What follows belongs to an exercise in optimizing a design on an open flow for small area, a short achievable clock period and few clock cycles; a production flow would make more cautious choices. At most, simulation tests tie the RTL to the original design; equivalence was not proved. No functional check of the RTL was part of runs 2 and 4.

## design/flow/config.mk

```make
export PLATFORM = sky130hd
export DESIGN_NAME = geofence
export DESIGN_NICKNAME = geofence
export VERILOG_FILES = /design/flow/design.v
export SDC_FILE = /design/flow/constraint.sdc
export NUM_CORES = 4
export LEC_CHECK = 0
export CAP_MARGIN = 20
export CORE_MARGIN = 2
export CORE_UTILIZATION = 35
export GPL_ROUTABILITY_DRIVEN = 1
export PLACE_DENSITY = 0.5
export SLEW_MARGIN = 20
```

## design/flow/constraint.sdc

```tcl
create_clock -name core_clock -period 24.0 [get_ports {clk}]
set_input_delay 4.8000 -clock core_clock [delete_from_list [all_inputs] [get_ports {clk}]]
set_output_delay 4.8000 -clock core_clock [all_outputs]
set_load 0.01 [all_outputs]
```

## design/flow/design.v

```verilog
module geofence (clk, reset, X, Y, R, valid, is_inside);
    input clk;
    input reset;
    input [9:0] X;
    input [9:0] Y;
    input [10:0] R;
    output valid;
    output is_inside;
    localparam SORT = 5'd24;
    reg [4:0] cyc;
    reg valid_r;
    reg fb;                  
    reg [1:0] sj;            
    reg [2:0] si;            
    reg [1:0] sph;           
    assign valid = valid_r;
    wire bad;                
    wire sort_done = (cyc == SORT) && (sph == 2'd2) && (sj == 2'd3) && (si == 3'd4);
    reg [4:0] cn;            
    reg [4:0] cw;            
    reg fbn;
    reg [1:0] sjn, sphn;
    reg [2:0] sin;
    always @(*) begin
        if (cyc == 5'd22)
            cn = (fb || !bad) ? 5'd23 : SORT;
        else if (cyc == 5'd23)
            cn = 5'd0;
        else if (cyc == SORT)
            cn = sort_done ? 5'd7 : SORT;
        else
            cn = cyc + 5'd1;
        if (cyc == 5'd23)
            cw = 5'd0;
        else if (cyc == SORT)
            cw = sort_done ? 5'd7 : SORT;
        else
            cw = cyc + 5'd1;
        fbn = (cyc == 5'd22 && !fb && bad) ? 1'b1 : (cyc == 5'd23) ? 1'b0 : fb;
        sphn = 2'd3; sjn = 2'd0; sin = 3'd0;
        if (cyc == SORT) begin
            sphn = (sph == 2'd2) ? 2'd0 : sph + 2'd1;
            sjn = (sph == 2'd2) ? sj + 2'd1 : sj;
            sin = (sph == 2'd2 && sj == 2'd3) ? si + 3'd1 : si;
        end
    end
    always @(posedge clk or posedge reset) begin
        if (reset) begin
            cyc <= 5'd0;
            valid_r <= 1'b0;
            fb <= 1'b0;
            sj <= 2'd0;
            si <= 3'd0;
            sph <= 2'd0;
        end else begin
            valid_r <= (cyc == 5'd22) && (fb || !bad);
            cyc <= cn;
            fb <= fbn;
            sj <= sjn;
            si <= sin;
            sph <= sphn;
        end
    end
    reg d_c6;
    reg d_load, d_newf, d_cxld, d_area, d_accen, d_accfirst;
    reg [5:0] d_vld;
    reg [2:0] d_psel;
    reg [3:0] d_fw;          
    reg d_flw;               
    reg [3:0] d_last;        
    integer k;
    always @(posedge clk or posedge reset) begin
        if (reset) begin
        d_load <= 1'b1;
        d_newf <= 1'b0;
        d_vld <= 6'd0;
        d_cxld <= 1'b0;
        d_area <= 1'b0;
        d_psel <= 3'd0;
        d_accen <= 1'b0;
        d_accfirst <= 1'b0;
        d_fw <= 4'd0;
        d_flw <= 1'b0;
        d_last <= 4'd0;
        d_c6 <= 1'b0;
        end else begin
        d_load <= (cw <= 5'd5);
        d_newf <= (cw >= 5'd1) && (cw <= 5'd6);
        for (k = 0; k < 6; k = k + 1)
            d_vld[k] <= (cw <= 5'd5) && (k >= 6 - cw);
        d_cxld <= (cw >= 5'd6 && cw <= 5'd9) || (cw == 5'd11) || (cw >= 5'd18 && cw <= 5'd20)
                  || (cyc == SORT && (sph == 2'd3 || sph == 2'd2));
        d_area <= (cw >= 5'd10) && (cw <= 5'd15);
        d_psel <= cw[2:0] - 3'd2;                        
        d_accen <= (cw >= 5'd11) && (cw <= 5'd22);
        d_accfirst <= (cw == 5'd11);
        d_fw <= {cw == 5'd10, cw == 5'd9, cw == 5'd8, cw == 5'd7};
        d_flw <= (cw >= 5'd8) && (cw <= 5'd10);
        d_last <= {cw == 5'd11, cw == 5'd10, cw == 5'd9, cw == 5'd8};
        d_c6 <= (cw == 5'd6);
        end
    end
    reg [9:0]  rx [0:5];
    reg [9:0]  ry [0:5];
    reg [10:0] rr [0:5];
    reg [2:0]  rk [0:5];
    reg [5:0]  xltr, xeqr, yltr;
    wire [5:0] ltr = xltr | (xeqr & yltr);      
    wire [5:0] gtr = {1'b0, ~ltr[4:0] & vldr[4:0]};    
    reg [2:0]  ek [0:5];          
    reg  [5:0] xlt, xeq, ylt;
    reg  [5:0] vldr;
    always @(*) begin
        for (k = 0; k < 6; k = k + 1) begin
            xlt[k] = d_vld[k] && (rx[k] < X);
            xeq[k] = d_vld[k] && (rx[k] == X);
            ylt[k] = (ry[k] < Y);
        end
    end
    reg [2:0] ltcnt;
    always @(*) begin
        ltcnt = 3'd0;
        for (k = 0; k < 6; k = k + 1)
            ltcnt = ltcnt + {2'b0, ltr[k]};
        for (k = 0; k < 5; k = k + 1)
            ek[k] = rk[k] + {2'b0, gtr[k]};
        ek[5] = d_newf ? ltcnt : rk[5];
    end
    always @(posedge clk) begin
        for (k = 0; k < 5; k = k + 1) begin
            rx[k] <= rx[k+1];
            ry[k] <= ry[k+1];
            rr[k] <= rr[k+1];
            rk[k] <= ek[k+1];
        end
        if (d_load) begin
            rx[5] <= X; ry[5] <= Y; rr[5] <= R;
            xltr <= {1'b0, xlt[5:1]}; xeqr <= {1'b0, xeq[5:1]}; yltr <= {1'b0, ylt[5:1]};
            vldr <= {1'b0, d_vld[5:1]};
        end else begin
            rx[5] <= rx[0]; ry[5] <= ry[0]; rr[5] <= rr[0]; rk[5] <= ek[0];
            xltr <= 6'd0; xeqr <= 6'd0; yltr <= 6'd0;
            vldr <= 6'd0;
        end
    end
    function [19:0] rdxy;
        input [2:0] want;
        input [59:0] xs, ys;
        input [17:0] ks;
        integer i;
        begin
            rdxy = 20'd0;
            for (i = 0; i < 6; i = i + 1)
                if (ks[3*i +: 3] == want) rdxy = rdxy | {xs[10*i +: 10], ys[10*i +: 10]};
        end
    endfunction
    function [10:0] rdr;
        input [2:0] want;
        input [65:0] rs;
        input [17:0] ks;
        integer i;
        begin
            rdr = 11'd0;
            for (i = 0; i < 6; i = i + 1)
                if (ks[3*i +: 3] == want) rdr = rdr | rs[11*i +: 11];
        end
    endfunction
    wire [59:0] xs = {rx[5], rx[4], rx[3], rx[2], rx[1], rx[0]};
    wire [59:0] ys = {ry[5], ry[4], ry[3], ry[2], ry[1], ry[0]};
    wire [65:0] rs = {rr[5], rr[4], rr[3], rr[2], rr[1], rr[0]};
    wire [17:0] ks = {rk[5], rk[4], rk[3], rk[2], rk[1], rk[0]};
    wire [17:0] eks = {ek[5], ek[4], ek[3], ek[2], ek[1], ek[0]};
    reg f1, f2, f3, f4;           
    reg flast;                    
    reg [2:0] lastU, lastL;       
    reg [2:0] p2, p3, p4;         
    reg [2:0] p0rank;             
    reg [2:0] perm1, perm2, perm3, perm4, perm5;    
    wire [2:0] n2 = (f3 == f2) ? 3'd3 : (f4 == f2) ? 3'd4 : 3'd5;
    wire [2:0] n3 = (f4 == f3) ? 3'd4 : 3'd5;
    reg [2:0] co_r, ca_r, cb_r;
    reg cb_late;                  
    reg spar;                     
    reg [2:0] nxa, nxb;
    always @(*) begin
        if (sph == 2'd3 || sj == 2'd3) begin
            nxa = perm1; nxb = perm2;
        end else case (sj)
            2'd0: begin nxa = swap ? perm1 : perm2; nxb = perm3; end
            2'd1: begin nxa = swap ? perm2 : perm3; nxb = perm4; end
            default: begin nxa = swap ? perm3 : perm4; nxb = perm5; end
        endcase
    end
    function [9:0] sort3;
        input [2:0] p, a, b;
        reg [2:0] lo, mid, hi;
        reg par;
        begin
            par = (p > a) ^ (p > b) ^ (a > b);
            if (p < a && p < b) begin lo = p; mid = (a < b) ? a : b; hi = (a < b) ? b : a; end
            else if (a < b) begin lo = a; mid = (p < b) ? p : b; hi = (p < b) ? b : p; end
            else begin lo = b; mid = (p < a) ? p : a; hi = (p < a) ? a : p; end
            sort3 = {lo, mid, hi, par};
        end
    endfunction
    wire swap;                    
    reg [2:0] q1n, q2n, q3n, q4n, q5n;    
    always @(*) begin
        q1n = perm1; q2n = perm2; q3n = perm3; q4n = perm4; q5n = perm5;
        if (swap) case (sj)
            2'd0: begin q1n = perm2; q2n = perm1; end
            2'd1: begin q2n = perm3; q3n = perm2; end
            2'd2: begin q3n = perm4; q4n = perm3; end
            default: begin q4n = perm5; q5n = perm4; end
        endcase
    end
    always @(posedge clk) begin
        cb_late <= 1'b0;
        co_r <= 3'd0; ca_r <= 3'd5; cb_r <= cw[2:0] - 3'd5;      
        if (cyc == SORT && sph[1]) begin
            {co_r, ca_r, cb_r, spar} <= sort3(p0rank, nxa, nxb);
        end else if (cw == 5'd11) begin
            co_r <= 3'd0; ca_r <= 3'd1;
            cb_r <= (f2 == f1) ? 3'd2 : (f3 == f1) ? 3'd3 : 3'd4;
            cb_late <= (f2 != f1) && (f3 != f1);
        end else if (cw == 5'd18) begin
            co_r <= p2; ca_r <= 3'd2; cb_r <= n2;
        end else if (cw == 5'd19) begin
            co_r <= p3; ca_r <= 3'd3; cb_r <= n3;
        end else if (cw == 5'd20) begin
            co_r <= p4; ca_r <= 3'd4; cb_r <= 3'd5;
        end
    end
    wire [2:0] cb = cb_late ? ((f4 == f1) ? 3'd4 : 3'd5) : cb_r;
    wire l_none = (ltr[4:0] == 5'd0);
    wire l_all  = (ltr[4:0] == 5'b11111);
    wire l_one  = (ltr[4:0] == 5'b00001) || (ltr[4:0] == 5'b00010) || (ltr[4:0] == 5'b00100)
               || (ltr[4:0] == 5'b01000) || (ltr[4:0] == 5'b10000);
    function [5:0] esel;
        input [2:0] want;
        input [17:0] ks;
        input [5:0] g;
        input c6;
        input n5;
        integer i;
        begin
            for (i = 0; i < 5; i = i + 1)
                esel[i] = g[i] ? (ks[3*i +: 3] == want - 3'd1) : (ks[3*i +: 3] == want);
            esel[5] = c6 ? n5 : (ks[15 +: 3] == want);
        end
    endfunction
    function [19:0] rdsel;
        input [5:0] sel;
        input [59:0] xs, ys;
        integer i;
        begin
            rdsel = 20'd0;
            for (i = 0; i < 6; i = i + 1)
                if (sel[i]) rdsel = rdsel | {xs[10*i +: 10], ys[10*i +: 10]};
        end
    endfunction
    wire [19:0] po = rdsel(esel(co_r, ks, gtr, d_c6, l_none), xs, ys);
    wire [19:0] pA = rdsel(esel(ca_r, ks, gtr, d_c6, l_all), xs, ys);
    wire [19:0] pB = rdsel(esel(cb, ks, gtr, d_c6, l_one), xs, ys);
    wire [10:0] ax = {1'b0, pA[19:10]} - {1'b0, po[19:10]};
    wire [10:0] ay = {1'b0, pA[9:0]}   - {1'b0, po[9:0]};
    wire [10:0] bx = {1'b0, pB[19:10]} - {1'b0, po[19:10]};
    wire [10:0] by = {1'b0, pB[9:0]}   - {1'b0, po[9:0]};
    wire [9:0] aax = ax[9:0];            
    wire [9:0] aay = ay[10] ? (10'd0 - ay[9:0]) : ay[9:0];
    wire [9:0] abx = bx[9:0];
    wire [9:0] aby = by[10] ? (10'd0 - by[9:0]) : by[9:0];
    reg [2:0] wa_pre, wb_pre;
    reg wlate, winv, wdir_pre;
    reg [2:0] fo0, fo1;
    always @(*) begin
        case (cyc)
            5'd7:  begin fo0 = perm1;  fo1 = perm2; end
            5'd8:  begin fo0 = perm2;  fo1 = perm3; end
            5'd9:  begin fo0 = perm3;  fo1 = perm4; end
            5'd10: begin fo0 = perm4;  fo1 = perm5; end
            5'd11: begin fo0 = perm5;  fo1 = p0rank; end
            default: begin fo0 = p0rank; fo1 = perm1; end
        endcase
    end
    always @(posedge clk) begin
        wdir_pre <= (fo0 < fo1);
        wlate <= 1'b0;
        winv <= 1'b0;
        if (fb) begin
            wa_pre <= (fo0 < fo1) ? fo0 : fo1;
            wb_pre <= (fo0 < fo1) ? fo1 : fo0;
        end else begin
            case (cyc)
                5'd6:  begin wa_pre <= 3'd0; wb_pre <= 3'd1; end
                5'd7:  begin wa_pre <= 3'd4; wb_pre <= 3'd5; end
                5'd8:  begin wa_pre <= 3'd0; wb_pre <= 3'd2; wlate <= 1'b1; end
                5'd9:  begin wa_pre <= 3'd0; wb_pre <= 3'd3; wlate <= 1'b1; end
                5'd10: begin wa_pre <= 3'd0; wb_pre <= 3'd4; wlate <= 1'b1; end
                default: begin wa_pre <= 3'd0; wb_pre <= 3'd5; wlate <= 1'b1; winv <= 1'b1; end
            endcase
        end
    end
    wire [2:0] wa = wlate ? ((flast ^ winv) ? lastU : lastL) : wa_pre;
    wire [2:0] wb = wb_pre;
    wire wdir = wdir_pre;
    always @(posedge clk) begin
        if (d_last[0]) begin
            lastU <= f1 ? 3'd1 : 3'd0;
            lastL <= f1 ? 3'd0 : 3'd1;
        end else if (d_last[1]) begin
            if (flast) lastU <= 3'd2; else lastL <= 3'd2;
        end else if (d_last[2]) begin
            if (flast) lastU <= 3'd3; else lastL <= 3'd3;
        end else if (d_last[3]) begin
            if (flast) lastU <= 3'd4; else lastL <= 3'd4;
        end
        if (!fb) begin
            if (d_last[1]) p2 <= wa;
            if (d_last[2]) p3 <= wa;
            if (d_last[3]) p4 <= wa;
        end
    end
    wire [19:0] pa = rdxy(wa, xs, ys, ks);
    wire [19:0] pb = rdxy(wb, xs, ys, ks);
    wire [9:0]  s0_dx = pb[19:10] - pa[19:10];
    wire [10:0] s0_dys = {1'b0, pb[9:0]} - {1'b0, pa[9:0]};
    wire [9:0]  s0_dy = s0_dys[10] ? (10'd0 - s0_dys[9:0]) : s0_dys[9:0];
    wire [10:0] s0_h  = {1'b0, pa[9:0]} + {1'b0, pb[9:0]};
    reg [9:0] s1_dx, s1_dy; reg [10:0] s1_h; reg [2:0] s1_ra, s1_rb; reg s1_dir;
    always @(posedge clk) begin
        s1_dx <= s0_dx; s1_dy <= s0_dy; s1_h <= s0_h; s1_ra <= wa; s1_rb <= wb; s1_dir <= wdir;
    end
    reg [20:0] s1_d2;
    integer i, j;
    always @(*) begin
        s1_d2 = 21'd0;
        for (i = 0; i < 10; i = i + 1) begin
            s1_d2 = s1_d2 + ({20'd0, s1_dx[i]} << (2*i)) + ({20'd0, s1_dy[i]} << (2*i));
            for (j = i + 1; j < 10; j = j + 1)
                s1_d2 = s1_d2 + ({20'd0, s1_dx[i] & s1_dx[j]} << (i+j+1))
                              + ({20'd0, s1_dy[i] & s1_dy[j]} << (i+j+1));
        end
    end
    reg [19:0] s2_d2; reg [9:0] s2_dx; reg [10:0] s2_h; reg [2:0] s2_ra, s2_rb; reg s2_dir;
    always @(posedge clk) begin
        s2_d2 <= s1_d2[19:0]; s2_dx <= s1_dx; s2_h <= s1_h; s2_ra <= s1_ra; s2_rb <= s1_rb; s2_dir <= s1_dir;
    end
    wire [12:0] c2_r; wire [9:0] c2_q;
    nrsqrt #(0, 5) sqc0 (.r_in(13'd0), .q_in(10'd0), .rad(s2_d2), .r_out(c2_r), .q_out(c2_q));
    reg [12:0] s3_r; reg [9:0] s3_q; reg [19:0] s3_rad; reg [9:0] s3_dx; reg [10:0] s3_h; reg [2:0] s3_ra, s3_rb; reg s3_dir;
    always @(posedge clk) begin
        s3_r <= c2_r; s3_q <= c2_q; s3_rad <= s2_d2; s3_dx <= s2_dx; s3_h <= s2_h; s3_ra <= s2_ra; s3_rb <= s2_rb; s3_dir <= s2_dir;
    end
    wire [12:0] c3_r; wire [9:0] c3_q;
    nrsqrt #(5, 8) sqc1 (.r_in(s3_r), .q_in(s3_q), .rad(s3_rad), .r_out(c3_r), .q_out(c3_q));
    reg [12:0] s4_r; reg [9:0] s4_q; reg [19:0] s4_rad; reg [2:0] s4_ra, s4_rb;
    always @(posedge clk) begin
        s4_r <= c3_r; s4_q <= c3_q; s4_rad <= s3_rad; s4_ra <= s3_ra; s4_rb <= s3_rb;
    end
    wire [12:0] c4_r; wire [9:0] c4_q;
    nrsqrt #(8, 10) sqc2 (.r_in(s4_r), .q_in(s4_q), .rad(s4_rad), .r_out(c4_r), .q_out(c4_q));
    wire [10:0] ra4 = rdr(s4_ra, rs, ks);
    wire [10:0] rb4 = rdr(s4_rb, rs, ks);
    reg [9:0] s5_c; reg [11:0] e5, d5;
    always @(posedge clk) begin
        s5_c <= c4_q;
        e5 <= {1'b0, ra4} + {1'b0, rb4};
        d5 <= {1'b0, ra4} - {1'b0, rb4};
    end
    wire [12:0] sum5 = {1'b0, e5} + {3'b0, s5_c};
    wire [12:0] smc  = {1'b0, e5} - {3'b0, s5_c};
    wire [12:0] sma  = {3'b0, s5_c} - {d5[11], d5};
    wire [12:0] smb  = {3'b0, s5_c} + {d5[11], d5};
    wire [11:0] hsmc = smc[12:1];
    wire [11:0] hsma = sma[12:1];
    wire [11:0] hsmb = smb[12:1];
    wire [10:0] s5_s = sum5[11:1];
    wire [10:0] s5_p = hsmc[11] ? (11'd0 - hsmc[10:0]) : hsmc[10:0];
    wire [10:0] s5_q = hsma[11] ? (11'd0 - hsma[10:0]) : hsma[10:0];
    wire [10:0] s5_rr = hsmb[11] ? (11'd0 - hsmb[10:0]) : hsmb[10:0];
    reg [10:0] m_a0, m_b0, m_a1, m_b1;
    reg neg1, neg2;
    always @(posedge clk) begin
        if (d_cxld) begin
            m_a0 <= {1'b0, aax}; m_b0 <= {1'b0, aby};
            m_a1 <= {1'b0, aay}; m_b1 <= {1'b0, abx};
            neg1 <= by[10]; neg2 <= ay[10];
        end else begin
            m_a0 <= s5_s; m_b0 <= s5_p;
            m_a1 <= s5_q; m_b1 <= s5_rr;
        end
    end
    wire [19:0] u6 = m_a0 * m_b0;
    wire [19:0] v6 = m_a1 * m_b1;
    wire gt6 = (u6 > v6);
    wire cpos = (neg1 == neg2) ? (neg1 ^ gt6) : ~neg1;     
    reg [19:0] s7_u, s7_v;
    always @(posedge clk) begin
        s7_u <= u6; s7_v <= v6;
    end
    always @(posedge clk) begin
        if (d_fw[0]) f1 <= cpos;
        if (d_fw[1]) f2 <= cpos;
        if (d_fw[2]) f3 <= cpos;
        if (d_fw[3]) f4 <= cpos;
        if (d_flw) flast <= cpos;
    end
    reg neg1_d, neg2_d;
    always @(posedge clk) begin
        neg1_d <= neg1; neg2_d <= neg2;
    end
    wire gt7 = (s7_u > s7_v);
    wire eq7 = (s7_u == s7_v);
    wire cz_r = eq7 && ((neg1_d == neg2_d) || (s7_u == 20'd0));
    wire cpos_r = (neg1_d == neg2_d) ? (neg1_d ^ gt7) : ~neg1_d;
    reg nonconv;
    always @(posedge clk) begin
        if (cyc == 5'd6)
            nonconv <= 1'b0;
        else if (cyc >= 5'd8 && cyc <= 5'd11)
            nonconv <= nonconv | cz_r;
        else if (cyc == 5'd13)
            nonconv <= nonconv | cz_r | (cpos_r == f1);
        else if (cyc == 5'd20)
            nonconv <= nonconv | cz_r | (cpos_r == f2);
        else if (cyc == 5'd21)
            nonconv <= nonconv | cz_r | (cpos_r == f3);
    end
    assign bad = nonconv | cz_r | (cpos_r == f4);
    assign swap = (cyc == SORT) && (sph == 2'd2) && !cz_r && (spar ? cpos_r : !cpos_r);
    always @(posedge clk) begin
        if (cyc == 5'd6) begin
            p0rank <= ek[0];
            perm1 <= ek[1]; perm2 <= ek[2]; perm3 <= ek[3]; perm4 <= ek[4]; perm5 <= ek[5];
        end else begin
            perm1 <= q1n; perm2 <= q2n; perm3 <= q3n; perm4 <= q4n; perm5 <= q5n;
        end
    end
    wire [12:0] u7_r, v7_r; wire [9:0] u7_q, v7_q;
    nrsqrt #(0, 5) squ0 (.r_in(13'd0), .q_in(10'd0), .rad(s7_u), .r_out(u7_r), .q_out(u7_q));
    nrsqrt #(0, 5) sqv0 (.r_in(13'd0), .q_in(10'd0), .rad(s7_v), .r_out(v7_r), .q_out(v7_q));
    reg [12:0] s8_ur, s8_vr; reg [9:0] s8_uq, s8_vq; reg [19:0] s8_u, s8_v;
    always @(posedge clk) begin
        s8_ur <= u7_r; s8_vr <= v7_r; s8_uq <= u7_q; s8_vq <= v7_q; s8_u <= s7_u; s8_v <= s7_v;
    end
    wire [12:0] u8_r, v8_r; wire [9:0] u8_q, v8_q;
    nrsqrt #(5, 8) squ1 (.r_in(s8_ur), .q_in(s8_uq), .rad(s8_u), .r_out(u8_r), .q_out(u8_q));
    nrsqrt #(5, 8) sqv1 (.r_in(s8_vr), .q_in(s8_vq), .rad(s8_v), .r_out(v8_r), .q_out(v8_q));
    reg [12:0] s9_ur, s9_vr; reg [9:0] s9_uq, s9_vq; reg [19:0] s9_u, s9_v;
    always @(posedge clk) begin
        s9_ur <= u8_r; s9_vr <= v8_r; s9_uq <= u8_q; s9_vq <= v8_q; s9_u <= s8_u; s9_v <= s8_v;
    end
    wire [12:0] u9_r, v9_r; wire [9:0] u9_q, v9_q;
    nrsqrt #(8, 10) squ2 (.r_in(s9_ur), .q_in(s9_uq), .rad(s9_u), .r_out(u9_r), .q_out(u9_q));
    nrsqrt #(8, 10) sqv2 (.r_in(s9_vr), .q_in(s9_vq), .rad(s9_v), .r_out(v9_r), .q_out(v9_q));
    reg plusP;
    always @(*) begin
        if (fb)
            plusP = s3_dir;
        else case (d_psel)
            3'd0: plusP = ~f1;
            3'd1: plusP = ~f4;
            3'd2: plusP = ~f2;
            3'd3: plusP = ~f3;
            3'd4: plusP = ~f4;
            default: plusP = f4;
        endcase
    end
    reg [9:0] ma_r;
    reg [11:0] mb_r;
    always @(posedge clk) begin
        if (d_area) begin
            ma_r <= s3_dx;
            mb_r <= plusP ? {1'b0, s3_h} : (12'd0 - {1'b0, s3_h});
        end else begin
            ma_r <= u9_q;
            mb_r <= {1'b0, v9_q, 1'b0};
        end
    end
    reg [25:0] acc, accn;
    integer m;
    always @(*) begin
        accn = d_accfirst ? 26'h3FFFFFF : acc;
        for (m = 0; m < 11; m = m + 1)
            accn = accn + ({16'd0, ma_r & {10{mb_r[m]}}} << m);
        accn = accn - ({16'd0, ma_r & {10{mb_r[11]}}} << 11);
    end
    always @(posedge clk) begin
        if (d_accen)
            acc <= accn;
    end
    assign is_inside = acc[25];
endmodule
module nrsqrt #(parameter J0 = 0, parameter J1 = 10) (r_in, q_in, rad, r_out, q_out);
    input  [12:0] r_in;
    input  [9:0]  q_in;
    input  [19:0] rad;
    output [12:0] r_out;
    output [9:0]  q_out;
    wire [12:0] rw [J0:J1];
    wire [9:0]  qw [J0:J1];
    assign rw[J0] = r_in;
    assign qw[J0] = q_in;
    genvar j;
    generate
        for (j = J0; j < J1; j = j + 1) begin : row
            localparam W = j + 3;
            wire [W-1:0] base = {rw[j][W-3:0], rad[2*(9-j)+1], rad[2*(9-j)]};
            wire [W-1:0] t;
            wire neg = (j == 0) ? 1'b0 : rw[j][W-2];
            if (j == 0) begin : t0
                assign t = {{(W-2){1'b0}}, 2'b01};
            end else begin : tj
                assign t = {{(W-2-j){1'b0}}, qw[j][j-1:0], neg, 1'b1};
            end
            wire [W-1:0] res = neg ? base + t : base - t;
            assign rw[j+1] = {{(13-W){res[W-1]}}, res};
            assign qw[j+1] = {qw[j][8:0], ~res[W-1]};
        end
    endgenerate
    assign r_out = rw[J1];
    assign q_out = qw[J1];
endmodule
```

## design/flow/flow/run.sh

```bash
#!/bin/bash
set -euo pipefail
export SETUP_SLACK_MARGIN=18
bash standard.sh > standard_flow.log 2>&1
```

## design/flow/standard.sh

```bash
#!/bin/bash
# synth_recipe.tcl (not shown) runs the flow's synth.tcl, then flattens the netlist and writes it again
# the make line also repeats each setting of config.mk as NAME=value (left out here)
make -C /OpenROAD-flow-scripts/flow DESIGN_CONFIG=/design/flow/config.mk WORK_HOME=/design/flow/orfs CLKGATE_MAP_FILE= SYNTH_SCRIPT=/design/flow/synth_recipe.tcl "${@:-finish}"
```

==> flow_metrics.env, run 1 <==
export IMPL_outcome="timing/DRC/antenna clean"
export IMPL_route_detailed_drc=0
export IMPL_gp_congestion=0.872
export IMPL_slowest_delay_ps=530
export IMPL_maxSlewViolCount=0
export IMPL_rsz0062_at_grt="yes"
export IMPL_die_area_um2=167000
export IMPL_crit_path_frequent_cell="fa_1"
export IMPL_endpoint_kind="flip-flop"
export IMPL_clk_latency_ps=710
export IMPL_tns_ps=0
export IMPL_synth_flop_cell="dfxtp_1"
export IMPL_hold_viol=0
export IMPL_syn_num_nets=7253
export IMPL_drive_gt1_share_pct=11.0
export IMPL_cts_inserted_buffers=88
export IMPL_cp_slowest_cell="fa_2"
export IMPL_grt_max_degree=76
export IMPL_ys_async_sr_fraction_pct=4.61
export IMPL_critPathRequiredTime_ps=24570
export IMPL_regToRegSetupSlack_ps=17590
export IMPL_start_util_pct=35.2
export IMPL_final_net_count=7303
export IMPL_cts_root_buf="clkbuf_16"
export IMPL_final_area_um2=65400
export IMPL_path_class="reg -> reg"
export IMPL_timing_critical_path_to="flast"
export IMPL_die_w_um=409
export IMPL_final_antenna_net_count=0
export IMPL_synth_warnings=9
export IMPL_dieHeight_um=409
export IMPL_htreeDepth=3
export IMPL_grt_first_pass_wirelength_mm=259
export IMPL_cts_num_sinks=737
export IMPL_timing_rr_start="m_a1[6]"
export IMPL_postLayoutSetupSlackWorst_ps=17590
export IMPL_routed_via_density=5.17
export IMPL_cp_arrival_ps=6980
export IMPL_synthesis_area_um2=57300
export IMPL_worstSetupStartpointType="flip-flop"
export IMPL_drt_wl_total_mm=167
export IMPL_grt_overflow_total=0
export IMPL_cts_tree="yes"
export IMPL_vias=43800
export IMPL_ys_seq_area_share_pct=27.3
export IMPL_tightest_slew_ps=884
export IMPL_grt_pass1_vias=43900
export IMPL_synth_edf_count=70
export IMPL_ios=35
export IMPL_fin_crit_sh_pct=26.7
export IMPL_clkTransAtPathRegs_ps=60
export IMPL_ys_seq_elements=737
export IMPL_fmax_mhz=156
export IMPL_finClkSkew_ps=66.1
export IMPL_rows=148
export IMPL_grtUsageTotal_pct=19.7
export IMPL_post_dp_cell_area_um2=60300
export IMPL_crit_start="m_a1[6]"
export IMPL_cp_max_fo=7
export IMPL_clock_path_buffers=3
export IMPL_antenna_found_initial=5
export IMPL_syn2layout_area_growth_pct=14.3
export IMPL_setup_viol=0
export IMPL_hp_class="reg -> reg"
export IMPL_pre_cts_ws_ps=16620
export IMPL_max_cap_violations=0
export IMPL_drtIter0Drc=3690
export IMPL_fp_coreArea_um2=163000
export IMPL_wl_per_cell_um=19.7
export IMPL_worstRegToRegCells=25
export IMPL_timing_rr_end="flast"
export IMPL_synthCells=6169
export IMPL_maxSlewHeadroom_pct=39.6
export IMPL_synth_cell_types=85
export IMPL_avgSynthCellArea_um2=9.28
export IMPL_postCtsHoldBufs=0
export IMPL_min_period_ps=6410
export IMPL_portBuffers=34
export IMPL_dpl_hpwl_mm=126
export IMPL_drt_pass1_iter_count=12
-- cell usage after synthesis (all sizes together), types with 119 or more instances --
cell | n | area share, %
xnor2 | 415 | 6.3
a21oi | 274 | 2.4
o21ai | 183 | 1.6
a22oi | 119 | 1.6
dfxtp | 633 | 22
and2 | 259 | 2.8
inv | 673 | 4.4
fa | 346 | 12
nor2 | 270 | 1.8
clkbuf | 220 | 1.4
nand2 | 505 | 3.3
ha | 705 | 15
xor2 | 223 | 3.4
-- registers in the layout (all words and copies together) (netlist names), 18 cells and up --
name,count
acc,26
rr,66
s7_v,20
s7_u,20
rx,60
ry,60
s2_d2,20
rk,18
-- layer usage --
metal	share of wire (%)	global-route usage, %	routed length [um]	vias to the layer above
met5	0	0	0	-
met4	3.2	6.43	5320	0
met3	5.3	2.34	8900	318
met2	45	31.5	74900	1247
met1	47	27.4	77700	21100
li1	-	-	-	21100
-- layout by cell type (no fill, tap or decap), drive strengths merged, types with 13 or more instances in the layout --
cell type and instances:
nor2b 63, and2 259, nand4 24, o31ai 17, o21a 54, clkinv 28
a211oi 28, xnor2 415, a221oi 32, nand3 91, inv 682, ha 705
nor2 270, a222oi 99, a31oi 28, and3 27, a21o 103, dfxtp 633
o21ai 183, or3 42, nand2 505, bufinv 13, nand2b 61, a21oi 274
nor3 103, dfrtp 33, buf 179, a22o 82, clkbuf 108, or2 29
o21bai 55, a22oi 119, fa 346, clkdlybuf4s50 18, mux2i 40, mux2 53
a21boi 19, edfxtp 70, xor2 223
-- cells by family after synthesis --
family / Yosys count / share of synthesized area (%)
AOI/OAI and AO/OA: 1187 / 14.5
xor gates and xnor gates: 638 / 9.76
adders and majority gates: 1051 / 27.5
buffers and inverters: 925 / 6.07
DFF: 737 / 27.3
muxes: 94 / 1.78
and+or+nand+nor: 1537 / 13.2
-- worst min path at each step --
stage / start / end / slack (ps) / cells after the start
after floorplan: wdir_pre / s1_dir / 310 / 0
after global placement: s3_rb[1] / s4_rb[1] / 310 / 0
after detailed placement: s3_rad[1] / s4_rad[1] / 310 / 0
after CTS: s2_d2[6] / s3_rad[6] / 290 / 0
after global routing: s2_d2[6] / s3_rad[6] / 300 / 0
final: s2_d2[6] / s3_rad[6] / 300 / 0
-- timing repair --
| action | in CTS | in global routing |
|---|---|---|
| cloned | 0 | 0 |
| buffers inserted | 67 | 40 |
| gates resized for setup | 254 | 113 |
| setup endpoints to repair | 37 | 60 |
| pin swaps | 96 | 75 |
-- layout make-up --
cell class                 count  area, um2
sequential                   737      15800
timing repair buffer         209       1810
multi-input combinational   4507      39400
clock inverter                54        762
tap                         2175       2720
fill                       16300      97200
inverter                     676       2580
clock buffer                 105       2370
antenna                        3       7.51
-- critical path: cells and delay by family, from the launching register on --
kind | cells | cell delay, ps
buffers and inverters | 6 | 540
AO/OA/AOI/OAI | 8 | 1660
adder cells (fa/ha/maj) | 7 | 3020
AND/OR/NAND/NOR | 3 | 280
flip-flops | 1 | 390
multiplexers | 1 | 340
-- stage by stage --
step	hold WS [ps]	cells	utilization [%]
3_5_place_dp	312	8197	37.1
3_3_place_gp	311	8197	37.1
6_report	295	8466	40.2
4_1_cts	292	8423	39.8
5_1_grt	299	8464	40.2
2_1_floorplan	310	6169	-
Testbench counts, summed over its fixed seeds: cycles 39,324.
==> inputs of run 2 (changes only) <==
--- a/design/flow/design.v
+++ b/design/flow/design.v
@@ -349,3 +349,3 @@
     wire [12:0] c2_r; wire [9:0] c2_q;
-    nrsqrt #(0, 5) sqc0 (.r_in(13'd0), .q_in(10'd0), .rad(s2_d2), .r_out(c2_r), .q_out(c2_q));
+    nrsqrt #(0, 6) sqc0 (.r_in(13'd0), .q_in(10'd0), .rad(s2_d2), .r_out(c2_r), .q_out(c2_q));
     reg [12:0] s3_r; reg [9:0] s3_q; reg [19:0] s3_rad; reg [9:0] s3_dx; reg [10:0] s3_h; reg [2:0] s3_ra, s3_rb; reg s3_dir;
@@ -355,3 +355,3 @@
     wire [12:0] c3_r; wire [9:0] c3_q;
-    nrsqrt #(5, 8) sqc1 (.r_in(s3_r), .q_in(s3_q), .rad(s3_rad), .r_out(c3_r), .q_out(c3_q));
+    nrsqrt #(6, 8) sqc1 (.r_in(s3_r), .q_in(s3_q), .rad(s3_rad), .r_out(c3_r), .q_out(c3_q));
     reg [12:0] s4_r; reg [9:0] s4_q; reg [19:0] s4_rad; reg [2:0] s4_ra, s4_rb;
@@ -440,4 +440,4 @@
     wire [12:0] u7_r, v7_r; wire [9:0] u7_q, v7_q;
-    nrsqrt #(0, 5) squ0 (.r_in(13'd0), .q_in(10'd0), .rad(s7_u), .r_out(u7_r), .q_out(u7_q));
-    nrsqrt #(0, 5) sqv0 (.r_in(13'd0), .q_in(10'd0), .rad(s7_v), .r_out(v7_r), .q_out(v7_q));
+    nrsqrt #(0, 6) squ0 (.r_in(13'd0), .q_in(10'd0), .rad(s7_u), .r_out(u7_r), .q_out(u7_q));
+    nrsqrt #(0, 6) sqv0 (.r_in(13'd0), .q_in(10'd0), .rad(s7_v), .r_out(v7_r), .q_out(v7_q));
     reg [12:0] s8_ur, s8_vr; reg [9:0] s8_uq, s8_vq; reg [19:0] s8_u, s8_v;
@@ -447,4 +447,4 @@
     wire [12:0] u8_r, v8_r; wire [9:0] u8_q, v8_q;
-    nrsqrt #(5, 8) squ1 (.r_in(s8_ur), .q_in(s8_uq), .rad(s8_u), .r_out(u8_r), .q_out(u8_q));
-    nrsqrt #(5, 8) sqv1 (.r_in(s8_vr), .q_in(s8_vq), .rad(s8_v), .r_out(v8_r), .q_out(v8_q));
+    nrsqrt #(6, 8) squ1 (.r_in(s8_ur), .q_in(s8_uq), .rad(s8_u), .r_out(u8_r), .q_out(u8_q));
+    nrsqrt #(6, 8) sqv1 (.r_in(s8_vr), .q_in(s8_vq), .rad(s8_v), .r_out(v8_r), .q_out(v8_q));
     reg [12:0] s9_ur, s9_vr; reg [9:0] s9_uq, s9_vq; reg [19:0] s9_u, s9_v;
==> run 2 against run 1 <==
Still clean on timing, DRC and antenna; clock-buffer cell count increased by 8; non-clock buffer count is 29 lower; die area rose by 0.23%; core utilization decreased by 0.13 points; design area down 0.20%; sequential share of layout area barely moved; synthesized area grew 0.23%; sequential cell count is the same; worst hold slack improved by 29 ps; final cell count down 0.53%; register-to-register slack worse by 450 ps.
==> flow_metrics.env, run 2 <==
export IMPL_routed_via_density=5.21
export IMPL_finClkSkew_ps=58.3
export IMPL_worstRegToRegCells=28
export IMPL_synthAdderAreaFrac_pct=27.4
export IMPL_fmax_mhz=146
export IMPL_worstSetupStartpointType="flip-flop"
export IMPL_min_period_ps=6860
export IMPL_synth_cell_types=90
export IMPL_top_regs="rr x66, rx x60, ry x60"
export IMPL_yosys_mux_area_fraction_pct=1.85
export IMPL_ys_seq_elements=737
export IMPL_outcome="timing/DRC/antenna clean"
export IMPL_pre_cts_ws_ps=16240
export IMPL_final_antenna_net_count=0
export IMPL_tightest_slew_ps=1030
export IMPL_htreeDepth=3
export IMPL_yosysMostFrequentCell="ha_1"
export IMPL_crit_path_frequent_cell="fa_1"
export IMPL_drt_wl_total_mm=170
export IMPL_grt_overflow_total=0
export IMPL_min_path_cells=0
export IMPL_multi_input_area_um2=39500
export IMPL_grtUsageTotal_pct=20.0
export IMPL_min_from="s3_ra[2]"
export IMPL_setup_viol=0
export IMPL_syn_num_nets=7235
export IMPL_rows=148
export IMPL_synthesis_area_um2=57400
export IMPL_drtIter0Drc=3178
export IMPL_syn2layout_area_growth_pct=13.8
export IMPL_die_area_um2=167000
export IMPL_maxSlewHeadroom_pct=31.0
export IMPL_cts_tree="yes"
export IMPL_cts_inserted_buffers=89
export IMPL_final_net_count=7257
export IMPL_ios=35
export IMPL_postLayoutSetupSlackWorst_ps=17140
export IMPL_avgSynthCellArea_um2=9.33
export IMPL_path_class="reg -> reg"
export IMPL_grt_first_pass_wirelength_mm=262
export IMPL_synth_top_family_by_area="adder cells"
export IMPL_yosysTopAreaCellShare_pct=22.1
export IMPL_fp_coreArea_um2=163000
export IMPL_cp_arrival_ps=7320
export IMPL_synthCells=6152
export IMPL_endpoint_kind="flip-flop"
export IMPL_rsz0062_at_grt="yes"
export IMPL_post_dp_cell_area_um2=60400
export IMPL_synth_compound_area_share_pct=14.9
export IMPL_die_w_um=409
export IMPL_start_util_pct=35.3
export IMPL_synthSimpleGateAreaFrac_pct=13.0
export IMPL_path_buf_inv=5
export IMPL_gp_congestion=0.882
export IMPL_critPathRequiredTime_ps=24460
export IMPL_nFillCells=16200
export IMPL_cp_max_fo=6
export IMPL_max_cap_violations=0
export IMPL_dpl_hpwl_mm=128
export IMPL_fin_crit_sh_pct=28.6
export IMPL_synth_edf_count=70
export IMPL_ys_seq_area_share_pct=27.2
export IMPL_tns_ps=0
export IMPL_crit_start="m_b0[4]"
export IMPL_largest_reg_flops=66
export IMPL_portBuffers=34
export IMPL_synth_xor_xnor_area_share_pct=9.55
export IMPL_drive_gt1_share_pct=11.0
export IMPL_cp_top_family="adder cells"
export IMPL_antenna_found_initial=6
export IMPL_final_area_um2=65300
export IMPL_hold_viol=0
export IMPL_route_detailed_drc=0
export IMPL_vias=43900
export IMPL_mostFrequentLayoutCells="669 x ha_1, 643 x inv_1, 563 x dfxtp_1"
export IMPL_drt_pass1_iter_count=13
export IMPL_top_register="rr"
export IMPL_yosysTopAreaCell="dfxtp_1"
export IMPL_postCtsHoldBufs=0
export IMPL_synth_area_leaders="dfxtp_1 22%, ha_1 15%, fa_1 12%"
export IMPL_crit_cells=28
export IMPL_clock_path_buffers=3
export IMPL_wl_per_cell_um=20.2
export IMPL_grt_pass1_vias=44300
export IMPL_cts_root_buf="clkbuf_16"
export IMPL_dieHeight_um=409
export IMPL_layoutNonFillerInstCount=8421
export IMPL_regToRegSetupSlack_ps=17140
export IMPL_synth_flop_cell="dfxtp_1"
export IMPL_cp_slowest_cell="fa_1"
export IMPL_clk_latency_ps=720
export IMPL_synthTopCellsByCount="704 x ha_1, 666 x inv_1, 633 x dfxtp_1"
export IMPL_ys_async_sr_fraction_pct=4.61
export IMPL_cts_num_sinks=737
export IMPL_dp_cells=8173
export IMPL_clkTransAtPathRegs_ps=60
export IMPL_timing_rr_start="m_b0[4]"
export IMPL_seq_area_um2=15800
export IMPL_grt_max_degree=38
export IMPL_hp_class="reg -> reg"
export IMPL_slowest_delay_ps=550
export IMPL_layout_commonest_cell="ha_1"
export IMPL_synth_warnings=9
export IMPL_maxSlewViolCount=0
run 2: cell types whose count changed after synthesis, sizes merged, moves of 9 or more:
cell / delta
xor2: -10
nor2b: -10
nand3: +23
a211oi: +10
and2: +26
a221o: +9
o21ai: +15
nand2: -60
a21o: +10
nor2: -19
a22oi: +57
a222oi: -27
a221oi: -10
run 2: layer usage:
metal	up-vias	track usage (%)	part of all wire (%)
met3	308	3.46	5.9
met4	2	6.30	3.2
met2	1218	32.1	46
li1	21000	-	-
met1	21300	27.1	45
met5	-	0	0.0076
run 2: layout make-up:
| cell class | instances | share of cell area [%] |
|---|---|---|
| Tap cell | 2175 | 4.17 |
| Sequential cell | 737 | 24.2 |
| Antenna cell | 2 | 0.00766 |
| Multi-Input combinational cell | 4497 | 60.5 |
| Timing Repair Buffer | 180 | 2.32 |
| Clock buffer | 113 | 3.84 |
| Inverter | 669 | 3.90 |
| Clock inverter | 48 | 1.06 |
run 2: timing repair:
item                                    4_1_cts  5_1_grt
buffers inserted                             26       58
pin swaps                                    20       76
gates resized for setup                     194      172
gates cloned                                  0        1
endpoints found under the setup margin       50       54
run 2: path summary, 6_finish.rpt:
check / end
setup / recovery: f2
hold / removal: s4_ra[2]
setup reg to reg: f2
hold reg to reg: s4_ra[2]
max in group asynchronous: d_load
min in group asynchronous: sj[1]
run 2: cells by family (layout without fill, tap and decap cells):
group,Yosys count,after routing
compound gates,1235,1235
xor+xnor,623,623
fa+ha+maj,1050,1050
buf+inv,918,1010
flops,737,737
mux,95,95
other cells,0,2
simple gates,1494,1494
run 2: metrics by stage:
| step | hold WS, ps | utilization (%) |
|---|---|---|
| 2_1_floorplan | 310 | - |
| 3_3_place_gp | 310 | 37.1 |
| 3_5_place_dp | 312 | 37.1 |
| 4_1_cts | 326 | 39.4 |
| 5_1_grt | 330 | 40.1 |
| 6_report | 324 | 40.1 |
==> inputs of run 3 (changes only) <==
--- a/design/flow/design.v
+++ b/design/flow/design.v
@@ -8,3 +8,3 @@
     output is_inside;
-    localparam SORT = 5'd24;
+    localparam SORT = 5'd25;
     reg [4:0] cyc;
@@ -24,5 +24,5 @@
     always @(*) begin
-        if (cyc == 5'd22)
-            cn = (fb || !bad) ? 5'd23 : SORT;
-        else if (cyc == 5'd23)
+        if (cyc == 5'd23)
+            cn = (fb || !bad) ? 5'd24 : SORT;
+        else if (cyc == 5'd24)
             cn = 5'd0;
@@ -32,3 +32,3 @@
             cn = cyc + 5'd1;
-        if (cyc == 5'd23)
+        if (cyc == 5'd24)
             cw = 5'd0;
@@ -38,3 +38,3 @@
             cw = cyc + 5'd1;
-        fbn = (cyc == 5'd22 && !fb && bad) ? 1'b1 : (cyc == 5'd23) ? 1'b0 : fb;
+        fbn = (cyc == 5'd23 && !fb && bad) ? 1'b1 : (cyc == 5'd24) ? 1'b0 : fb;
         sphn = 2'd3; sjn = 2'd0; sin = 3'd0;
@@ -55,3 +55,3 @@
         end else begin
-            valid_r <= (cyc == 5'd22) && (fb || !bad);
+            valid_r <= (cyc == 5'd23) && (fb || !bad);
             cyc <= cn;
@@ -90,11 +90,11 @@
             d_vld[k] <= (cw <= 5'd5) && (k >= 6 - cw);
-        d_cxld <= (cw >= 5'd6 && cw <= 5'd9) || (cw == 5'd11) || (cw >= 5'd18 && cw <= 5'd20)
+        d_cxld <= (cw >= 5'd6 && cw <= 5'd9) || (cw == 5'd12) || (cw >= 5'd19 && cw <= 5'd21)
                   || (cyc == SORT && (sph == 2'd3 || sph == 2'd2));
-        d_area <= (cw >= 5'd10) && (cw <= 5'd15);
-        d_psel <= cw[2:0] - 3'd2;                        
-        d_accen <= (cw >= 5'd11) && (cw <= 5'd22);
-        d_accfirst <= (cw == 5'd11);
-        d_fw <= {cw == 5'd10, cw == 5'd9, cw == 5'd8, cw == 5'd7};
-        d_flw <= (cw >= 5'd8) && (cw <= 5'd10);
-        d_last <= {cw == 5'd11, cw == 5'd10, cw == 5'd9, cw == 5'd8};
+        d_area <= (cw >= 5'd11) && (cw <= 5'd16);
+        d_psel <= cw[2:0] - 3'd3;                        
+        d_accen <= (cw >= 5'd12) && (cw <= 5'd23);
+        d_accfirst <= (cw == 5'd12);
+        d_fw <= {cw == 5'd11, cw == 5'd10, cw == 5'd9, cw == 5'd8};
+        d_flw <= (cw >= 5'd9) && (cw <= 5'd11);
+        d_last <= {cw == 5'd12, cw == 5'd11, cw == 5'd10, cw == 5'd9};
         d_c6 <= (cw == 5'd6);
@@ -221,3 +221,3 @@
             {co_r, ca_r, cb_r, spar} <= sort3(p0rank, nxa, nxb);
-        end else if (cw == 5'd11) begin
+        end else if (cw == 5'd12) begin
             co_r <= 3'd0; ca_r <= 3'd1;
@@ -225,7 +225,7 @@
             cb_late <= (f2 != f1) && (f3 != f1);
-        end else if (cw == 5'd18) begin
-            co_r <= p2; ca_r <= 3'd2; cb_r <= n2;
         end else if (cw == 5'd19) begin
-            co_r <= p3; ca_r <= 3'd3; cb_r <= n3;
+            co_r <= p2; ca_r <= 3'd2; cb_r <= n2;
         end else if (cw == 5'd20) begin
+            co_r <= p3; ca_r <= 3'd3; cb_r <= n3;
+        end else if (cw == 5'd21) begin
             co_r <= p4; ca_r <= 3'd4; cb_r <= 3'd5;
@@ -277,8 +277,8 @@
         case (cyc)
-            5'd7:  begin fo0 = perm1;  fo1 = perm2; end
-            5'd8:  begin fo0 = perm2;  fo1 = perm3; end
-            5'd9:  begin fo0 = perm3;  fo1 = perm4; end
-            5'd10: begin fo0 = perm4;  fo1 = perm5; end
-            5'd11: begin fo0 = perm5;  fo1 = p0rank; end
-            default: begin fo0 = p0rank; fo1 = perm1; end
+            5'd7:  begin fo0 = p0rank; fo1 = perm1; end
+            5'd8:  begin fo0 = perm1;  fo1 = perm2; end
+            5'd9:  begin fo0 = perm2;  fo1 = perm3; end
+            5'd10: begin fo0 = perm3;  fo1 = perm4; end
+            5'd11: begin fo0 = perm4;  fo1 = perm5; end
+            default: begin fo0 = perm5; fo1 = p0rank; end
         endcase
@@ -294,7 +294,7 @@
             case (cyc)
-                5'd6:  begin wa_pre <= 3'd0; wb_pre <= 3'd1; end
-                5'd7:  begin wa_pre <= 3'd4; wb_pre <= 3'd5; end
-                5'd8:  begin wa_pre <= 3'd0; wb_pre <= 3'd2; wlate <= 1'b1; end
-                5'd9:  begin wa_pre <= 3'd0; wb_pre <= 3'd3; wlate <= 1'b1; end
-                5'd10: begin wa_pre <= 3'd0; wb_pre <= 3'd4; wlate <= 1'b1; end
+                5'd7:  begin wa_pre <= 3'd0; wb_pre <= 3'd1; end
+                5'd8:  begin wa_pre <= 3'd4; wb_pre <= 3'd5; end
+                5'd9:  begin wa_pre <= 3'd0; wb_pre <= 3'd2; wlate <= 1'b1; end
+                5'd10: begin wa_pre <= 3'd0; wb_pre <= 3'd3; wlate <= 1'b1; end
+                5'd11: begin wa_pre <= 3'd0; wb_pre <= 3'd4; wlate <= 1'b1; end
                 default: begin wa_pre <= 3'd0; wb_pre <= 3'd5; wlate <= 1'b1; winv <= 1'b1; end
@@ -349,3 +349,3 @@
     wire [12:0] c2_r; wire [9:0] c2_q;
-    nrsqrt #(0, 6) sqc0 (.r_in(13'd0), .q_in(10'd0), .rad(s2_d2), .r_out(c2_r), .q_out(c2_q));
+    nrsqrt #(0, 5) sqc0 (.r_in(13'd0), .q_in(10'd0), .rad(s2_d2), .r_out(c2_r), .q_out(c2_q));
     reg [12:0] s3_r; reg [9:0] s3_q; reg [19:0] s3_rad; reg [9:0] s3_dx; reg [10:0] s3_h; reg [2:0] s3_ra, s3_rb; reg s3_dir;
@@ -355,3 +355,3 @@
     wire [12:0] c3_r; wire [9:0] c3_q;
-    nrsqrt #(6, 8) sqc1 (.r_in(s3_r), .q_in(s3_q), .rad(s3_rad), .r_out(c3_r), .q_out(c3_q));
+    nrsqrt #(5, 8) sqc1 (.r_in(s3_r), .q_in(s3_q), .rad(s3_rad), .r_out(c3_r), .q_out(c3_q));
     reg [12:0] s4_r; reg [9:0] s4_q; reg [19:0] s4_rad; reg [2:0] s4_ra, s4_rb;
@@ -395,4 +395,2 @@
     wire [19:0] v6 = m_a1 * m_b1;
-    wire gt6 = (u6 > v6);
-    wire cpos = (neg1 == neg2) ? (neg1 ^ gt6) : ~neg1;     
     reg [19:0] s7_u, s7_v;
@@ -401,9 +399,2 @@
     end
-    always @(posedge clk) begin
-        if (d_fw[0]) f1 <= cpos;
-        if (d_fw[1]) f2 <= cpos;
-        if (d_fw[2]) f3 <= cpos;
-        if (d_fw[3]) f4 <= cpos;
-        if (d_flw) flast <= cpos;
-    end
     reg neg1_d, neg2_d;
@@ -422,9 +413,16 @@
             nonconv <= nonconv | cz_r;
-        else if (cyc == 5'd13)
+        else if (cyc == 5'd14)
             nonconv <= nonconv | cz_r | (cpos_r == f1);
-        else if (cyc == 5'd20)
-            nonconv <= nonconv | cz_r | (cpos_r == f2);
         else if (cyc == 5'd21)
+            nonconv <= nonconv | cz_r | (cpos_r == f2);
+        else if (cyc == 5'd22)
             nonconv <= nonconv | cz_r | (cpos_r == f3);
     end
+    always @(posedge clk) begin
+        if (d_fw[0]) f1 <= cpos_r;
+        if (d_fw[1]) f2 <= cpos_r;
+        if (d_fw[2]) f3 <= cpos_r;
+        if (d_fw[3]) f4 <= cpos_r;
+        if (d_flw) flast <= cpos_r;
+    end
     assign bad = nonconv | cz_r | (cpos_r == f4);
@@ -440,4 +438,4 @@
     wire [12:0] u7_r, v7_r; wire [9:0] u7_q, v7_q;
-    nrsqrt #(0, 6) squ0 (.r_in(13'd0), .q_in(10'd0), .rad(s7_u), .r_out(u7_r), .q_out(u7_q));
-    nrsqrt #(0, 6) sqv0 (.r_in(13'd0), .q_in(10'd0), .rad(s7_v), .r_out(v7_r), .q_out(v7_q));
+    nrsqrt #(0, 5) squ0 (.r_in(13'd0), .q_in(10'd0), .rad(s7_u), .r_out(u7_r), .q_out(u7_q));
+    nrsqrt #(0, 5) sqv0 (.r_in(13'd0), .q_in(10'd0), .rad(s7_v), .r_out(v7_r), .q_out(v7_q));
     reg [12:0] s8_ur, s8_vr; reg [9:0] s8_uq, s8_vq; reg [19:0] s8_u, s8_v;
@@ -447,4 +445,4 @@
     wire [12:0] u8_r, v8_r; wire [9:0] u8_q, v8_q;
-    nrsqrt #(6, 8) squ1 (.r_in(s8_ur), .q_in(s8_uq), .rad(s8_u), .r_out(u8_r), .q_out(u8_q));
-    nrsqrt #(6, 8) sqv1 (.r_in(s8_vr), .q_in(s8_vq), .rad(s8_v), .r_out(v8_r), .q_out(v8_q));
+    nrsqrt #(5, 8) squ1 (.r_in(s8_ur), .q_in(s8_uq), .rad(s8_u), .r_out(u8_r), .q_out(u8_q));
+    nrsqrt #(5, 8) sqv1 (.r_in(s8_vr), .q_in(s8_vq), .rad(s8_v), .r_out(v8_r), .q_out(v8_q));
     reg [12:0] s9_ur, s9_vr; reg [9:0] s9_uq, s9_vq; reg [19:0] s9_u, s9_v;
==> run 3 against run 2 <==
Die area fell by 1.3%; maximum frequency rose by 13%; worst setup slack improved by 810 ps; synthesized cell count fell by 0.99%; largest cell class unchanged; highest routed layer unchanged; still clean.
==> flow_metrics.env, run 3 <==
export IMPL_syn_num_nets=7148
export IMPL_antenna_found_initial=6
export IMPL_worstRegToRegCells=18
export IMPL_ys_async_sr_fraction_pct=4.61
export IMPL_die_area_um2=165000
export IMPL_synth_cell_types=90
export IMPL_clkTransAtPathRegs_ps=60
export IMPL_tns_ps=0
export IMPL_path_buf_inv=1
export IMPL_dieHeight_um=406
export IMPL_synthesis_area_um2=56600
export IMPL_portBuffers=34
export IMPL_cp_arrival_ps=1250
export IMPL_start_util_pct=35.3
export IMPL_top_regs="rr x66, rx x60, ry x60"
export IMPL_synth_flop_cell="dfxtp_1"
export IMPL_clock_path_buffers=3
export IMPL_cp_slowest_cell="edfxtp_1"
export IMPL_grt_pass1_vias=43300
export IMPL_min_period_ps=6050
export IMPL_drtIter0Drc=3490
export IMPL_cts_num_sinks=737
export IMPL_layout_commonest_cell="ha_1"
export IMPL_drt_wl_total_mm=161
export IMPL_gp_congestion=0.864
export IMPL_clk_latency_ps=720
export IMPL_yosysMostFrequentCell="ha_1"
export IMPL_synthCells=6091
export IMPL_rows=147
export IMPL_cts_inserted_buffers=89
export IMPL_drt_pass1_iter_count=7
export IMPL_ios=35
export IMPL_syn2layout_area_growth_pct=11.3
export IMPL_fmax_mhz=165
export IMPL_synth_warnings=9
export IMPL_top_register="rr"
export IMPL_setup_viol=0
export IMPL_largest_reg_flops=66
export IMPL_crit_cells=1
export IMPL_route_detailed_drc=0
export IMPL_synthTopCellsByCount="678 x ha_1, 640 x inv_1, 633 x dfxtp_1"
export IMPL_ys_seq_elements=737
export IMPL_cp_top_family="flip-flops"
export IMPL_min_from="s3_ra[2]"
export IMPL_fp_coreArea_um2=161000
export IMPL_max_cap_violations=0
export IMPL_mostFrequentLayoutCells="666 x ha_1, 632 x inv_1, 601 x dfxtp_1"
export IMPL_synth_edf_count=70
export IMPL_grt_max_degree=80
export IMPL_vias=42800
export IMPL_grt_first_pass_wirelength_mm=253
export IMPL_crit_start="acc[25]"
export IMPL_maxSlewHeadroom_pct=36.0
export IMPL_rsz0062_at_grt="yes"
export IMPL_cts_root_buf="clkbuf_16"
export IMPL_fin_crit_sh_pct=25.2
export IMPL_avgSynthCellArea_um2=9.30
export IMPL_yosysTopAreaCellShare_pct=22.4
export IMPL_outcome="timing/DRC/antenna clean"
export IMPL_htreeDepth=3
export IMPL_final_antenna_net_count=0
export IMPL_grtUsageTotal_pct=19.6
export IMPL_min_path_cells=0
export IMPL_wl_per_cell_um=19.5
export IMPL_timing_rr_start="d_accfirst"
export IMPL_slowest_delay_ps=400
export IMPL_cp_cell_sequence="buf_6"
export IMPL_grt_overflow_total=0
export IMPL_hp_class="reg -> reg"
export IMPL_finClkSkew_ps=49.5
export IMPL_synth_area_leaders="dfxtp_1 22%, ha_1 15%, fa_1 12%"
export IMPL_postCtsHoldBufs=0
export IMPL_routed_via_density=5.17
export IMPL_die_w_um=406
export IMPL_cts_tree="yes"
export IMPL_hold_viol=0
export IMPL_final_net_count=7101
export IMPL_maxSlewViolCount=0
export IMPL_ys_seq_area_share_pct=27.6
export IMPL_critPathRequiredTime_ps=19200
export IMPL_worstSetupStartpointType="flip-flop"
export IMPL_path_class="reg -> out"
export IMPL_yosysTopAreaCell="dfxtp_1"
export IMPL_cp_max_fo=2
export IMPL_tightest_slew_ps=953
export IMPL_dpl_hpwl_mm=124
export IMPL_endpoint_kind="primary output"
export IMPL_drive_gt1_share_pct=7.42
[run 3: cells by family after synthesis]
logic type                 Yosys count  share of synthesized area, %
muxes                               90                          1.79
and+or+nand+nor                   1496                          12.9
adders and majority gates         1024                          27.2
xor gates and xnor gates           636                          9.87
buffers and inverters              890                          5.97
AOI/OAI and AO/OA                 1218                          14.7
DFF                                737                          27.6
[run 3: final cells by class]
cell class,count,area [um2]
multi-input cells,4464,38100
flip-flops and latches,737,15700
well taps,2160,2700
clock inverters,41,634
fillers,15900,97500
diodes,1,2.50
repair buffers,112,927
clock buffers,126,2580
inverters,640,2440
[run 3: final timing paths]
check | slack, ps | end
min in group asynchronous | 4480 | cyc[2]
max in group asynchronous | 19170 | d_load
worst max-delay path | 17950 | is_inside
worst min register to register | 320 | s4_ra[2]
worst max register to register | 18220 | acc[25]
worst min-delay path | 320 | s4_ra[2]
[run 3: worst reg2reg max path, delay by kind of cell (launching register included)]
family,cells,cell delay (ps)
AOI/OAI and AO/OA,7,1540
buffers and inverters,3,270
and+or+nand+nor,1,350
adders and majority gates,6,2890
xor gates and xnor gates,1,70
DFF,1,390
[run 3: through the flow]
| step | area, um2 | cells | util (%) | hold WS [ps] | setup WS, ps |
|---|---|---|---|---|---|
| 2_1_floorplan | 56800 | 6091 | - | 310 | 17510 |
| 3_3_place_gp | 59400 | 8096 | 37.0 | 310 | 16460 |
| 3_5_place_dp | 59400 | 8096 | 37.0 | 312 | 16480 |
| 4_1_cts | 62700 | 8269 | 39.1 | 324 | 17890 |
| 5_1_grt | 63100 | 8280 | 39.3 | 322 | 17860 |
| 6_report | 63100 | 8281 | 39.3 | 322 | 17950 |
[run 3: repair_timing]
action / 4_1_cts / 5_1_grt
resized for setup: 86 / 70
setup buffers: 6 / 11
pin swaps: 18 / 20
endpoints found under the setup margin: 30 / 48
[run 3: routing by layer]
| metal | global-route usage, % | vias to the layer above | wire length, um |
|---|---|---|---|
| met2 | 31.5 | 1136 | 72500 |
| met3 | 3.43 | 277 | 9080 |
| met5 | 0 | - | 44 |
| met4 | 5.54 | 6 | 4450 |
| met1 | 26.9 | 20800 | 74900 |
| li1 | - | 20600 | - |
Testbench counts of run 3, summed over its fixed seeds: cycles 40,936.
==> inputs of run 4 (changes only) <==
--- a/design/flow/design.v
+++ b/design/flow/design.v
@@ -106,7 +106,10 @@
     reg [2:0]  rk [0:5];
-    reg [5:0]  xltr, xeqr, yltr;
-    wire [5:0] ltr = xltr | (xeqr & yltr);      
+    reg [5:0]  xl2, xe2, xl1, xe1, xl0, xe0, yl2, ye2, yl1, ye1, yl0;
+    wire [5:0] xltr = xl2 | (xe2 & (xl1 | (xe1 & xl0)));
+    wire [5:0] xeqr = xe2 & xe1 & xe0;
+    wire [5:0] yltr = yl2 | (ye2 & (yl1 | (ye1 & yl0)));
+    wire [5:0] ltr = (xltr | (xeqr & yltr)) & vldr;   
     wire [5:0] gtr = {1'b0, ~ltr[4:0] & vldr[4:0]};    
     reg [2:0]  ek [0:5];          
-    reg  [5:0] xlt, xeq, ylt;
+    reg  [5:0] cxl2, cxe2, cxl1, cxe1, cxl0, cxe0, cyl2, cye2, cyl1, cye1, cyl0;
     reg  [5:0] vldr;
@@ -114,5 +117,13 @@
         for (k = 0; k < 6; k = k + 1) begin
-            xlt[k] = d_vld[k] && (rx[k] < X);
-            xeq[k] = d_vld[k] && (rx[k] == X);
-            ylt[k] = (ry[k] < Y);
+            cxl2[k] = (rx[k][9:7] < X[9:7]);
+            cxe2[k] = (rx[k][9:7] == X[9:7]);
+            cxl1[k] = (rx[k][6:4] < X[6:4]);
+            cxe1[k] = (rx[k][6:4] == X[6:4]);
+            cxl0[k] = (rx[k][3:0] < X[3:0]);
+            cxe0[k] = (rx[k][3:0] == X[3:0]);
+            cyl2[k] = (ry[k][9:7] < Y[9:7]);
+            cye2[k] = (ry[k][9:7] == Y[9:7]);
+            cyl1[k] = (ry[k][6:4] < Y[6:4]);
+            cye1[k] = (ry[k][6:4] == Y[6:4]);
+            cyl0[k] = (ry[k][3:0] < Y[3:0]);
         end
@@ -137,3 +148,7 @@
             rx[5] <= X; ry[5] <= Y; rr[5] <= R;
-            xltr <= {1'b0, xlt[5:1]}; xeqr <= {1'b0, xeq[5:1]}; yltr <= {1'b0, ylt[5:1]};
+            xl2 <= {1'b0, cxl2[5:1]}; xe2 <= {1'b0, cxe2[5:1]};
+            xl1 <= {1'b0, cxl1[5:1]}; xe1 <= {1'b0, cxe1[5:1]};
+            xl0 <= {1'b0, cxl0[5:1]}; xe0 <= {1'b0, cxe0[5:1]};
+            yl2 <= {1'b0, cyl2[5:1]}; ye2 <= {1'b0, cye2[5:1]};
+            yl1 <= {1'b0, cyl1[5:1]}; ye1 <= {1'b0, cye1[5:1]}; yl0 <= {1'b0, cyl0[5:1]};
             vldr <= {1'b0, d_vld[5:1]};
@@ -141,3 +156,4 @@
             rx[5] <= rx[0]; ry[5] <= ry[0]; rr[5] <= rr[0]; rk[5] <= ek[0];
-            xltr <= 6'd0; xeqr <= 6'd0; yltr <= 6'd0;
+            xl2 <= 6'd0; xe2 <= 6'd0; xl1 <= 6'd0; xe1 <= 6'd0; xl0 <= 6'd0; xe0 <= 6'd0;
+            yl2 <= 6'd0; ye2 <= 6'd0; yl1 <= 6'd0; ye1 <= 6'd0; yl0 <= 6'd0;
             vldr <= 6'd0;
==> run 4 against run 3 <==
Core utilization shrank 0.16 points; sequential cell count grew 40; register-to-register slack worse by 30 ps; design area rose by 0.96%; clock skew shrank 25 ps; critical path depth is the same; via count decreased by 0.50%; worst hold slack worse by 4.9 ps; die area up 1.2%; first-iteration DRC count rose by 0.83%; clock-buffer cell count is 14 lower; highest routed layer is now met4.
==> flow_metrics.env, run 4 <==
export IMPL_outcome="timing/DRC/antenna clean"
export IMPL_cp_cell_sequence="buf_6"
export IMPL_fin_crit_sh_pct=25.1
export IMPL_ys_seq_elements=777
export IMPL_hp_class="reg -> reg"
export IMPL_worstSetupStartpointType="flip-flop"
export IMPL_cts_num_sinks=777
export IMPL_largest_reg_flops=66
export IMPL_synthTopCellsByCount="679 x ha_1, 673 x dfxtp_1, 634 x inv_1"
export IMPL_ys_seq_area_share_pct=28.7
export IMPL_start_util_pct=35.2
export IMPL_syn2layout_area_growth_pct=11.1
export IMPL_holdWs_ps=317
export IMPL_dieHeight_um=409
export IMPL_max_cap_violations=0
export IMPL_timing_rr_end="acc[23]"
export IMPL_synth_area_leaders="dfxtp_1 23%, ha_1 15%, fa_1 12%"
export IMPL_seq_area_um2=16500
export IMPL_min_path_cells=0
export IMPL_grt_max_degree=81
export IMPL_fmax_mhz=166
export IMPL_cts_root_buf="clkbuf_16"
export IMPL_cp_arrival_ps=1230
export IMPL_syn_num_nets=7159
export IMPL_clock_path_buffers=3
export IMPL_final_net_count=7100
export IMPL_critPathRequiredTime_ps=19200
export IMPL_ios=35
export IMPL_cp_top_family="flip-flops"
export IMPL_synthCells=6101
export IMPL_drtIter0Drc=3519
export IMPL_synth_edf_count=70
export IMPL_route_detailed_drc=0
export IMPL_top_regs="rr x66, rx x60, ry x60"
export IMPL_maxSlewViolCount=0
export IMPL_yosysTopAreaCellShare_pct=23.5
export IMPL_final_area_um2=63700
export IMPL_rows=148
export IMPL_grt_pass1_vias=43400
export IMPL_portBuffers=34
export IMPL_worstRegToRegCells=20
export IMPL_htreeDepth=3
export IMPL_min_period_ps=6030
run 4: cell families (layout without fill, tap and decap cells):
| logic type | count (synthesis) | in the layout | share of synthesized area [%] |
|---|---|---|---|
| multiplexers | 94 | 94 | 1.78 |
| AO/OA/AOI/OAI | 1126 | 1126 | 13.6 |
| flip-flops | 777 | 777 | 28.7 |
| other | 0 | 2 | 0 |
| buffers and inverters | 893 | 909 | 5.89 |
| adder cells (fa/ha/maj) | 1025 | 1025 | 26.9 |
| XOR/XNOR | 639 | 639 | 9.85 |
| AND/OR/NAND/NOR | 1547 | 1547 | 13.3 |
run 4: area by class of cell:
cell class                 instances  area share [%]
multi-input combinational       4431            59.6
sequential                       777            25.9
tap                             2175            4.27
clock buffer                     112            3.91
inverter                         635            3.74
timing repair buffer             107            1.44
clock inverter                    55            1.14
antenna                            2         0.00786
run 4: worst max-delay path by stage:
stage / start / end / slack, ps / depth (start not counted)
final: acc[25] / is_inside / 17970 / 1
after global routing: acc[25] / is_inside / 17890 / 1
after CTS: acc[25] / is_inside / 17890 / 1
after detailed placement: X[2] / xl0[4] / 17370 / 6
after global placement: X[2] / xl0[2] / 17340 / 6
after floorplan: X[1] / xl0[2] / 18240 / 6
run 4: routing by layer:
| metal | vias to the layer above | wire (um) | part of all wire [%] | GRT usage (%) |
|---|---|---|---|---|
| li1 | 20600 | - | - | - |
| met1 | 20600 | 74400 | 46 | 25.9 |
| met2 | 1144 | 74900 | 46 | 31.7 |
| met3 | 279 | 8590 | 5.3 | 3.26 |
| met4 | 0 | 5000 | 3.1 | 6.44 |
| met5 | - | 0 | 0 | 0 |
run 4: timing repair:
| item | in CTS | in global routing |
|---|---|---|
| pin swaps | 4 | 14 |
| cloned | 0 | 1 |
| endpoints found under the setup margin | 29 | 54 |
| setup buffers | 7 | 8 |
| resized for setup | 19 | 97 |
run 4: per-stage QoR:
step	util, %
6_report	39.1
5_1_grt	39.1
4_1_cts	38.9
3_5_place_dp	36.8
3_3_place_gp	36.8
2_1_floorplan	-

-- afterwards: timing with drivers on the ports --
The flow's constraints put no driver on any port. The routed layouts listed below were extracted and timed again, unchanged, in two steps.
Step 1, drivers: a clkbuf_16 drives clk and a buf_2 each remaining input, both assumed.
Step 2 times the ports against the registers' clock, not the clock port: input delays grow and output delays shrink by t, the midpoint of the rising clock arrivals with the driver on.
Three values: ideal, step 1, step 2; two values: the first two.
run	shift t [ns]	slack for setup (ns)	hold slack, ns	worst data-port slew with drivers (ns)	pins driven straight from the clock port
run 1	0.758	17.591 / 17.591 / 17.211	0.295 / 0.295 / 0.295	0.17	1
run 2	0.766	17.143 / 17.143 / 17.143	0.324 / 0.324 / 0.324	0.19	1
run 3	0.778	17.951 / 17.866 / 17.206	0.322 / 0.322 / 0.322	0.12	1
run 4	0.778	17.965 / 17.885 / 17.306	0.317 / 0.317 / 0.317	0.12	1
After both steps setup and hold are still met in every run listed. The setup slack of run 3, which loses most, moves by -0.085 ns with the drivers and by -0.745 ns with both steps.
